This design comes from an exercise in tuning for small area on the open sky130 flow, not from production work.
Function was checked by simulation only, so behaviour that the tests miss may differ from the original.
No activity file was given, so power comes from the tool's default toggle rates.

--- flow/run.sh ---
#!/bin/bash
# synth_recipe.tcl (not shown) runs the flow's synth.tcl, then flattens the netlist and writes it again
# the make line also repeats each setting of config.mk as NAME=value (left out here)
make -C /OpenROAD-flow-scripts/flow DESIGN_CONFIG=/design/flow/config.mk WORK_HOME=/design/flow/orfs CLKGATE_MAP_FILE= SYNTH_SCRIPT=/design/flow/synth_recipe.tcl finish
--- flow/config.mk ---
export PLATFORM = sky130hd
export DESIGN_NAME = vga_game_top
export DESIGN_NICKNAME = vga_game_top
export VERILOG_FILES = /design/flow/design.v
export SDC_FILE = /design/flow/constraint.sdc
export NUM_CORES = 4
export LEC_CHECK = 0
export CAP_MARGIN = 20
export CORE_MARGIN = 2
export CORE_UTILIZATION = 40
export SLEW_MARGIN = 20
--- flow/constraint.sdc ---
create_clock -name core_clock -period 20.0 [get_ports {clk}]
set_input_delay 4.0000 -clock core_clock [delete_from_list [all_inputs] [get_ports {clk}]]
set_output_delay 4.0000 -clock core_clock [all_outputs]
set_load 0.01 [all_outputs]
--- flow/design.v ---
module vga_timing(
    input         clk_50m,     
    input         rst_n,       
    output reg    hsync,       
    output reg    vsync,       
    output reg    valid,       
    output reg [10:0] xpos,    
    output reg [10:0] ypos     
);
parameter H_TOTAL = 1115;   
parameter H_SYNC  = 128;    
parameter H_BACK  = 163;    
parameter H_VALID = 800;    
parameter H_FRONT = 24;     
parameter V_TOTAL = 666;    
parameter V_SYNC  = 6;      
parameter V_BACK  = 23;     
parameter V_VALID = 600;    
parameter V_FRONT = 3;      
reg [10:0] h_cnt;
always @(posedge clk_50m or negedge rst_n) begin
    if(!rst_n) h_cnt <= 11'd0;
    else if(h_cnt == H_TOTAL - 1) h_cnt <= 11'd0;
    else h_cnt <= h_cnt + 11'd1;
end
reg [10:0] v_cnt;
always @(posedge clk_50m or negedge rst_n) begin
    if(!rst_n) v_cnt <= 11'd0;
    else if(h_cnt == H_TOTAL - 1) begin
        if(v_cnt == V_TOTAL - 1) v_cnt <= 11'd0;
        else v_cnt <= v_cnt + 11'd1;
    end
end
always @(posedge clk_50m or negedge rst_n) begin
    if(!rst_n) hsync <= 1'b1;
    else if(h_cnt < H_SYNC) hsync <= 1'b0;
    else hsync <= 1'b1;
end
always @(posedge clk_50m or negedge rst_n) begin
    if(!rst_n) vsync <= 1'b1;
    else if(v_cnt < V_SYNC) vsync <= 1'b0;
    else vsync <= 1'b1;
end
always @(posedge clk_50m or negedge rst_n) begin
    if(!rst_n) begin
        valid <= 1'b0;
        xpos  <= 11'd0;
        ypos  <= 11'd0;
    end
    else if((h_cnt >= H_SYNC + H_BACK) && (h_cnt < H_SYNC + H_BACK + H_VALID) 
         && (v_cnt >= V_SYNC + V_BACK) && (v_cnt < V_SYNC + V_BACK + V_VALID)) begin
        valid <= 1'b1;
        xpos  <= h_cnt - (H_SYNC + H_BACK);   
        ypos  <= v_cnt - (V_SYNC + V_BACK);   
    end
    else begin
        valid <= 1'b0;
        xpos  <= 11'd0;
        ypos  <= 11'd0;
    end
end
endmodule
module game_ctrl(
    input         clk_50m,
    input         rst_n,
    input  [10:0] xpos,     
    input  [10:0] ypos,     
    input         valid,    
    input  [1:0]  key,      
    output reg [11:0] rgb,  
    output reg [7:0] score  
);
parameter BOARD_W = 80;     
parameter BOARD_H = 10;     
parameter BOARD_Y = 580;    
parameter BALL_R  = 5;      
parameter POINT_W = 20;     
parameter POINT_H = 20;     
parameter BORDER_W = 5;     
parameter BORDER_MARGIN = 10;  
parameter BIN_LED_SIZE = 12;  
parameter BIN_LED_GAP = 4;   
parameter SCORE_X = 680;    
parameter SCORE_Y = 20;     
parameter SPEED_CNT_MAX = 250;  
reg [10:0] board_x;   
reg [10:0] ball_x, ball_y;
reg [2:0] ball_vx, ball_vy;
reg ball_dir_x, ball_dir_y;
reg [10:0] point_x[0:2], point_y[0:2];
reg [2:0] point_valid;   
reg [19:0] speed_cnt;
wire move_en;
reg [15:0] lfsr;   
wire feedback;
assign feedback = lfsr[15] ^ lfsr[13] ^ lfsr[12] ^ lfsr[10];   
always @(posedge clk_50m or negedge rst_n) begin
    if(!rst_n) lfsr <= 16'hACE1;   
    else lfsr <= {lfsr[14:0], feedback};   
end
always @(posedge clk_50m or negedge rst_n) begin
    if(!rst_n) speed_cnt <= 20'd0;
    else if(speed_cnt == SPEED_CNT_MAX - 1) speed_cnt <= 20'd0;
    else speed_cnt <= speed_cnt + 1'b1;
end
assign move_en = (speed_cnt == SPEED_CNT_MAX - 1);
always @(posedge clk_50m or negedge rst_n) begin
    if(!rst_n) board_x <= (800 - BOARD_W)/2;
    else if(move_en) begin
        case(key)
            2'b01:   
                if(board_x > 4) board_x <= board_x - 4'd4;  
            2'b10:   
                if(board_x < 800 - BOARD_W - 4) board_x <= board_x + 4'd4;
            default: board_x <= board_x;
        endcase
    end
end
always @(posedge clk_50m or negedge rst_n) begin
    if(!rst_n) begin
        ball_x <= 400; ball_y <= 300;
        ball_dir_x <= 1; ball_dir_y <= 1;
        ball_vx <= 2; ball_vy <= 2;
    end
    else if(move_en) begin
        if(ball_dir_x) ball_x <= ball_x + ball_vx;   
        else ball_x <= ball_x - ball_vx;             
        if(ball_dir_y) ball_y <= ball_y + ball_vy;   
        else ball_y <= ball_y - ball_vy;             
        if(ball_x <= BALL_R + ball_vx)
            ball_dir_x <= 1;  
        else if(ball_x >= 800 - BALL_R - ball_vx)
            ball_dir_x <= 0;  
        if(ball_y <= BALL_R + ball_vy)
            ball_dir_y <= 1;  
        if((ball_y + BALL_R >= BOARD_Y) && (ball_y + BALL_R <= BOARD_Y + BOARD_H + ball_vy)
           && (ball_x >= board_x - BALL_R) && (ball_x <= board_x + BOARD_W + BALL_R))
            ball_dir_y <= 0;   
        if(ball_y >= 600 - BALL_R) begin
            ball_x <= 400; ball_y <= 300;
            ball_dir_x <= 1; ball_dir_y <= 1;
        end
    end
end
integer i;
always @(posedge clk_50m or negedge rst_n) begin
    if(!rst_n) begin
        score <= 8'd0;
        point_valid <= 3'b111;
        point_x[0] <= 200; point_y[0] <= 100;
        point_x[1] <= 400; point_y[1] <= 100;
        point_x[2] <= 600; point_y[2] <= 100;
    end
    else begin
        if(move_en && ball_y >= 600 - BALL_R) begin
             score <= 8'd0;
             point_valid <= 3'b111;
             point_x[0] <= 50 + (lfsr[9:0] % 700);   
             point_y[0] <= 50 + (lfsr[5:0] % 350);   
             point_x[1] <= 50 + ((lfsr[15:6] + 200) % 700);
             point_y[1] <= 50 + ((lfsr[11:6] + 20) % 350);
             point_x[2] <= 50 + ((lfsr[7:0] + 400) % 700);
             point_y[2] <= 50 + ((lfsr[13:8] + 40) % 350);
        end
        else if(point_valid == 3'b000) begin
            point_valid <= 3'b111;   
            point_x[0] <= 50 + (lfsr[9:0] % 700);
            point_y[0] <= 50 + (lfsr[5:0] % 350);
            point_x[1] <= 50 + ((lfsr[15:6] + 200) % 700);
            point_y[1] <= 50 + ((lfsr[11:6] + 20) % 350);
            point_x[2] <= 50 + ((lfsr[7:0] + 400) % 700);
            point_y[2] <= 50 + ((lfsr[13:8] + 40) % 350);
        end
        else begin
            for( i=0; i<3; i=i+1) begin
                if(point_valid[i] && (ball_x >= point_x[i] - BALL_R) && (ball_x <= point_x[i] + POINT_W + BALL_R)
                   && (ball_y >= point_y[i] - BALL_R) && (ball_y <= point_y[i] + POINT_H + BALL_R)) begin
                    point_valid[i] <= 1'b0;   
                    score <= score + 8'd1;    
                end
            end
        end
    end
end
wire [7:0] led_on;   
wire [7:0] in_led;   
genvar j;
generate
    for(j=0; j<8; j=j+1) begin : led_gen
        wire [10:0] led_x = SCORE_X + (7-j) * (BIN_LED_SIZE + BIN_LED_GAP);
        wire [10:0] led_y = SCORE_Y;
        assign in_led[j] = (xpos >= led_x) && (xpos < led_x + BIN_LED_SIZE) &&
                          (ypos >= led_y) && (ypos < led_y + BIN_LED_SIZE);
        assign led_on[j] = score[j]; 
    end
endgenerate
wire in_any_led = |in_led;
wire [11:0] led_color = 
    (in_led[0] && led_on[0]) ? 12'hFFF :
    (in_led[1] && led_on[1]) ? 12'hFFF :
    (in_led[2] && led_on[2]) ? 12'hFFF :
    (in_led[3] && led_on[3]) ? 12'hFFF :
    (in_led[4] && led_on[4]) ? 12'hFFF :
    (in_led[5] && led_on[5]) ? 12'hFFF :
    (in_led[6] && led_on[6]) ? 12'hFFF :
    (in_led[7] && led_on[7]) ? 12'hFFF :
    (in_led[0] && !led_on[0]) ? 12'h333 :
    (in_led[1] && !led_on[1]) ? 12'h333 :
    (in_led[2] && !led_on[2]) ? 12'h333 :
    (in_led[3] && !led_on[3]) ? 12'h333 :
    (in_led[4] && !led_on[4]) ? 12'h333 :
    (in_led[5] && !led_on[5]) ? 12'h333 :
    (in_led[6] && !led_on[6]) ? 12'h333 :
    (in_led[7] && !led_on[7]) ? 12'h333 : 12'h000;
always @(posedge clk_50m or negedge rst_n) begin
    if(!rst_n) rgb <= 12'h000;   
    else if(valid) begin
        if((xpos < BORDER_W) ||                            
           (xpos >= 800 - BORDER_W) ||                     
           (ypos < BORDER_W) ||                            
           (ypos >= 600 - BORDER_W))                       
            rgb <= 12'hFFF;   
        else if(in_any_led)
            rgb <= led_color;
        else if((ypos >= BOARD_Y) && (ypos <= BOARD_Y + BOARD_H)
           && (xpos >= board_x) && (xpos <= board_x + BOARD_W))
            rgb <= 12'h00F;
        else if(((xpos > ball_x ? xpos - ball_x : ball_x - xpos)*(xpos > ball_x ? xpos - ball_x : ball_x - xpos) + 
                 (ypos > ball_y ? ypos - ball_y : ball_y - ypos)*(ypos > ball_y ? ypos - ball_y : ball_y - ypos)) <= BALL_R*BALL_R)
            rgb <= 12'hF00;
        else if((point_valid[0] && (xpos >= point_x[0]) && (xpos <= point_x[0]+POINT_W) 
                && (ypos >= point_y[0]) && (ypos <= point_y[0]+POINT_H))
             || (point_valid[1] && (xpos >= point_x[1]) && (xpos <= point_x[1]+POINT_W) 
                && (ypos >= point_y[1]) && (ypos <= point_y[1]+POINT_H))
             || (point_valid[2] && (xpos >= point_x[2]) && (xpos <= point_x[2]+POINT_W) 
                && (ypos >= point_y[2]) && (ypos <= point_y[2]+POINT_H)))
            rgb <= 12'h0F0;
        else rgb <= 12'h000;
    end
    else rgb <= 12'h000;   
end
endmodule
module vga_game_top(
    input         clk,         
    input         rst_n,       
    input         BTNL,        
    input         BTNR,        
    output        VGA_HS,      
    output        VGA_VS,      
    output [3:0]  VGA_R,       
    output [3:0]  VGA_G,       
    output [3:0]  VGA_B,       
    output [7:0]  LED          
);
wire clk_50m = clk;
wire [1:0] key;
assign key = {BTNR, BTNL};  
wire [11:0] rgb;
assign VGA_R = rgb[11:8];
assign VGA_G = rgb[7:4];
assign VGA_B = rgb[3:0];
wire [10:0] xpos, ypos;
wire        valid;
wire [7:0]  score;
assign LED = score;
vga_timing u_vga_timing(
    .clk_50m(clk_50m),
    .rst_n(rst_n),
    .hsync(VGA_HS),
    .vsync(VGA_VS),
    .valid(valid),
    .xpos(xpos),
    .ypos(ypos)
);
game_ctrl u_game_ctrl(
    .clk_50m(clk_50m),
    .rst_n(rst_n),
    .xpos(xpos),
    .ypos(ypos),
    .valid(valid),
    .key(key),
    .rgb(rgb),
    .score(score)
);
endmodule
==> results.txt <==
Run status:
- The run finished with no timing, DRC or antenna violations.

Run:
- The reported max-cap violation count is 0.

Pwr:
- The internal power of the cells totals 552 uW.
- Of the total power, the share spent switching nets is 0.286.
- After layout, the design draws a total of about 770 uW.
- The power density relative to cell area is 18.0 nW/um^2.
- In this run the power spent charging and discharging nets is 221 uW.
- The clock power share is 0.479.
- The part of the power in combinational logic is 0.040.
- The static power due to leakage is 0.0220 uW.
- Of the total power, registers draw 0.481.
- The peak ir drop on the vdd network is 0.0704 mV.

Synthesis:
- In this run, synthesis produced a sequential element count of 181.
- The share of the Yosys chip area taken by registers is 0.113.
- The predominant post-synthesis flop cell is sky130_fd_sc_hd__dfrtp_1.
- The synthesized instance count is about 4,500.
- For this run, the number of Yosys warnings is 4.
- The combined area of all synthesized cells is roughly 40,000 um^2.
- In this run, distinct cell masters in the synthesized netlist total 98.
- Among all cell types in the netlist, the one instantiated most often is sky130_fd_sc_hd__inv_1.
- The number of synthesized flops with an enable pin is 0.
- The synthesized design spends more area on one cell type than any other, namely sky130_fd_sc_hd__fa_1.
- The commonest cells after synthesis are sky130_fd_sc_hd__inv_1 (847), sky130_fd_sc_hd__ha_1 (611), sky130_fd_sc_hd__fa_1 (559).
- The area share of the largest cell type after synthesis is 0.276.
- The async set-or-reset flop fraction in the synthesized netlist is 1.00.
- In the post-synthesis netlist, the biggest area contributors are sky130_fd_sc_hd__fa_1 (28%), sky130_fd_sc_hd__ha_1 (19%), sky130_fd_sc_hd__dfrtp_1 (8.4%).
- The per-instance average area after synthesis is 8.98 um^2.

Detailed routing:
- The final antenna-violating net count is 0.
- The sum of routed wire length over all layers is between 100,000 and 150,000 um.
- The via count is ~31,000.
- The pre-antenna-repair detailed-routing pass consisted of 6 iterations.
- The starting DRC count in detailed routing is 2,418.
- After detailed routing, the average wire length per cell comes to 20.1 um.
- The mean number of vias per cell is around 5.4.
- The remaining routing DRC violations is 0.

Timing:
- Setup repair after global routing left no endpoint under its margin.
- The max-slew violation count is 0.
- The upper clock frequency limit is 70.2 MHz.
- The number of failing hold endpoints at the final stage is 0.
- For the pin with the worst max-slew slack, the measured transition is between 1000 and 1500 ps.
- The post-route fraction of the period consumed by the critical path is 0.712.
- The clock arrives with 19.3 ps of skew.
- Setup violations remaining at the end of the flow were counted as 0.
- The final total negative setup slack is 0 ps.
- The relative slew slack is 0.160.
- The worst path needs 14,240 ps of the cycle, external delays included.
- Once routing completed, OpenROAD measured the worst setup slack at between 5000 and 6000 ps.

Clock network:
- The root buffer cell is sky130_fd_sc_hd__clkbuf_16.
- The clock reaches the later pin of the worst-skew pair after 510 ps.
- The number of cells upsized or downsized after cts is 0.
- For this design, the sink count on the clock tree is 181.
- The number of buffers added to fix hold violations after cts is 0.
- The maximum clock path buffer count is 2.
- CTS built an H-tree with a depth of 4.
- Post-CTS timing repair inserted 0 buffers for setup.
- Buffers inserted during clock tree synthesis total 17.
- The TritonCTS clock tree is yes.
- After clock tree synthesis, the clock-pin slew on the worst setup and hold paths is 90 ps.

Finish:
- Leaving out filler cells and counting taps, the final layout contains 5,803.
- In the final layout, flip-flops and latches occupy 4590 um^2.
- The share of cells above drive strength 1 is 0.0406.
- The fill cell total of the finished layout is roughly 9,900.
- Compared with the post-synthesis result, the final layout area differs by 6.08%.
- For this run, the post-layout net count is 5,666.
- 0 antenna diodes ended up in the layout.
- The multi-input combinational cell area is roughly 32,000 um^2.
- The post-layout instance area is 42,900 um^2.

Setup path:
- The slowest stage cell on the critical path is sky130_fd_sc_hd__dfrtp_1.
- In this design, the stage delay of the slowest critical-path cell is approximately 930 ps.
- The worst setup path is of the reg2reg kind.
- Counting stages on the worst path, the most repeated cell is sky130_fd_sc_hd__fa_1.
- At the worst endpoint, the required time is 20,380 ps.
- The maximum fanout count along the critical path is 18.
- At the worst endpoint, the arrival time is 14,620 ps.
- The reg2reg setup slack is approximately 5800 ps.
- STA classifies the critical path startpoint as a register.
- The kind of end point of the critical path is a register.

Die:
- 26 I/O pins were placed.
- The initial standard-cell utilization of the core is 0.404.
- The die is 322 um tall.
- The area of the core is 100,000 um^2.
- In this run the core area contains 116 standard-cell rows.
- The floorplan step defined a die boundary enclosing 104,000 um^2.
- The floorplan step set the die width to roughly 320 um.

Place:
- The number of I/O port buffers is 25.
- The cell count after placement is approximately 5,800.
- The setup slack after placement is 5790 ps.
- The weighted congestion at the end of routability-driven global placement is 0.945.
- The HPWL after detailed placement is 97,600 um.
- Once placement finished, the instance area stood at about 42,000 um^2.

GRT:
- The total grt overflow is 0.
- The first global-routing pass estimated about 180,000 um of wire.
- The number of antenna violations at the first check in global routing is 2.
- The via count of the first global-routing pass is 31,500.
- The largest net degree at the start of global routing is 66.
- For this run, the total global-route usage over all layers was measured as 0.231.

Worst hold path:
- The worst hold path belongs to the class reg2reg.
final cells by class:
type | count | area share
inverters | 867 | 0.0758
clock buffers | 17 | 0.00991
repair buffers | 75 | 0.0147
well taps | 1298 | 0.0378
clock inverters | 15 | 0.00487
flip-flops and latches | 181 | 0.107
multi-input cells | 3350 | 0.750
stage by stage:
stage	hold WS, ps	utilization
finish	423	0.429
global route	426	0.429
CTS	425	0.429
detailed placement	414	0.422
global placement	414	0.422
floorplan	353	-
power by group through the flow:
stage	Combinational, uW	Sequential, uW	Clock (uW)
final	30.8	371	370
after global routing	35.4	372	395
after CTS	31.2	371	381
after detailed placement	31.2	378	0
after global placement	31.0	378	0
after floorplan	17.7	376	0
cell families (layout without fill, tap and decap cells):
family,Yosys count,in the layout,share of synthesized area
AOI/OAI and AO/OA,801,801,0.129
xor gates and xnor gates,335,335,0.0729
adders and majority gates,1170,1170,0.465
buffers and inverters,978,974,0.0921
DFF,181,181,0.113
muxes,33,33,0.00828
other,1,5,0.0000927
and+or+nand+nor,1006,1006,0.119
layer usage:
| layer | part of all wire | up-vias | GRT usage |
|---|---|---|---|
| li1 | - | 14800 | - |
| met1 | 0.48 | 15500 | 0.346 |
| met2 | 0.41 | 966 | 0.326 |
| met3 | 0.095 | 103 | 0.0739 |
| met4 | 0.014 | 0 | 0.0390 |
| met5 | 0 | - | 0 |
critical path, delay by kind of cell (launching register included):
kind | cells | cell delay, ps
adder cells (fa/ha/maj) | 12 | 6650
AO/OA/AOI/OAI | 9 | 2770
AND/OR/NAND/NOR | 7 | 2160
buffers and inverters | 8 | 1130
flip-flops | 1 | 930
multiplexers | 1 | 430
placed cells by master, fill, tap and decap left out, types with 13 or more instances in the layout:
master	instances
sky130_fd_sc_hd__o31ai_1	19
sky130_fd_sc_hd__a211oi_1	25
sky130_fd_sc_hd__dfrtp_1	136
sky130_fd_sc_hd__o2111ai_1	16
sky130_fd_sc_hd__o211ai_1	25
sky130_fd_sc_hd__o21ai_0	173
sky130_fd_sc_hd__nand3_1	79
sky130_fd_sc_hd__xnor2_1	250
sky130_fd_sc_hd__clkdlybuf4s50_1	24
sky130_fd_sc_hd__a2111oi_0	15
sky130_fd_sc_hd__nor2_1	274
sky130_fd_sc_hd__xor2_1	83
sky130_fd_sc_hd__and2_1	13
sky130_fd_sc_hd__a31oi_1	21
sky130_fd_sc_hd__and3_1	23
sky130_fd_sc_hd__o21a_1	44
sky130_fd_sc_hd__inv_1	847
sky130_fd_sc_hd__buf_4	50
sky130_fd_sc_hd__ha_1	611
sky130_fd_sc_hd__dfstp_2	45
sky130_fd_sc_hd__nand2_1	292
sky130_fd_sc_hd__clkbuf_16	17
sky130_fd_sc_hd__or4_1	15
sky130_fd_sc_hd__or3_1	28
sky130_fd_sc_hd__a21oi_1	226
sky130_fd_sc_hd__nor4_1	27
sky130_fd_sc_hd__nand4_1	47
sky130_fd_sc_hd__a21o_1	80
sky130_fd_sc_hd__nor2b_1	38
sky130_fd_sc_hd__nand2b_1	39
sky130_fd_sc_hd__mux2i_1	29
sky130_fd_sc_hd__nor3_1	76
sky130_fd_sc_hd__fa_1	559
sky130_fd_sc_hd__a21boi_0	13
state kept, by name, summed over array words and instances (netlist names), 3 cells and up:
register                 cells
u_vga_timing.v_cnt          11
u_game_ctrl.board_x          9
u_vga_timing.xpos           11
u_vga_timing.h_cnt          11
u_game_ctrl.ball_x          10
u_game_ctrl.lfsr            16
u_game_ctrl.point_x         31
u_game_ctrl.score            8
u_game_ctrl.rgb              6
u_game_ctrl.speed_cnt       20
u_game_ctrl.point_valid      3
u_game_ctrl.point_y         19
u_game_ctrl.ball_y          10
u_vga_timing.ypos           11
final timing paths:
kind	cells after the start	end	from
worst min register to register	0	u_game_ctrl.lfsr[1]	u_game_ctrl.lfsr[0]
worst min-delay path	0	u_game_ctrl.lfsr[1]	u_game_ctrl.lfsr[0]
min in group asynchronous	1	u_game_ctrl.rgb[9]	rst_n
worst max register to register	37	u_game_ctrl.rgb[5]	u_game_ctrl.ball_x[9]
max in group asynchronous	2	u_game_ctrl.board_x[4]	rst_n
worst max-delay path	37	u_game_ctrl.rgb[5]	u_game_ctrl.ball_x[9]

[afterwards: timing with drivers on the ports]
The results above use ideal ports. As a check the final layout listed here was re-extracted and re-timed, cells and wires unchanged.
Step 1: set_driving_cell puts a clkbuf_16 on clk and a buf_2 on each other input, an assumption about the parent block.
Step 2 moves the port delays by t, midway between the first and last clock arrival at a register: inputs arrive t later, outputs are due t later. That takes back most of the time a late clock gives input paths.
Slacks: ideal / step 1 / step 2; pairs: ideal / step 1.
shift t [ns]: 0.559
setup WS [ns]: 5.760 / 5.760 / 5.760
hold WS [ns]: 0.423 / 0.423 / 0.423
worst setup path at the end: register to register
worst data-port slew with drivers (ns): 0.08
After both steps this run still meets setup and hold. The setup slack of this run moves by 0.000 ns with the drivers and by 0.000 ns with both steps.
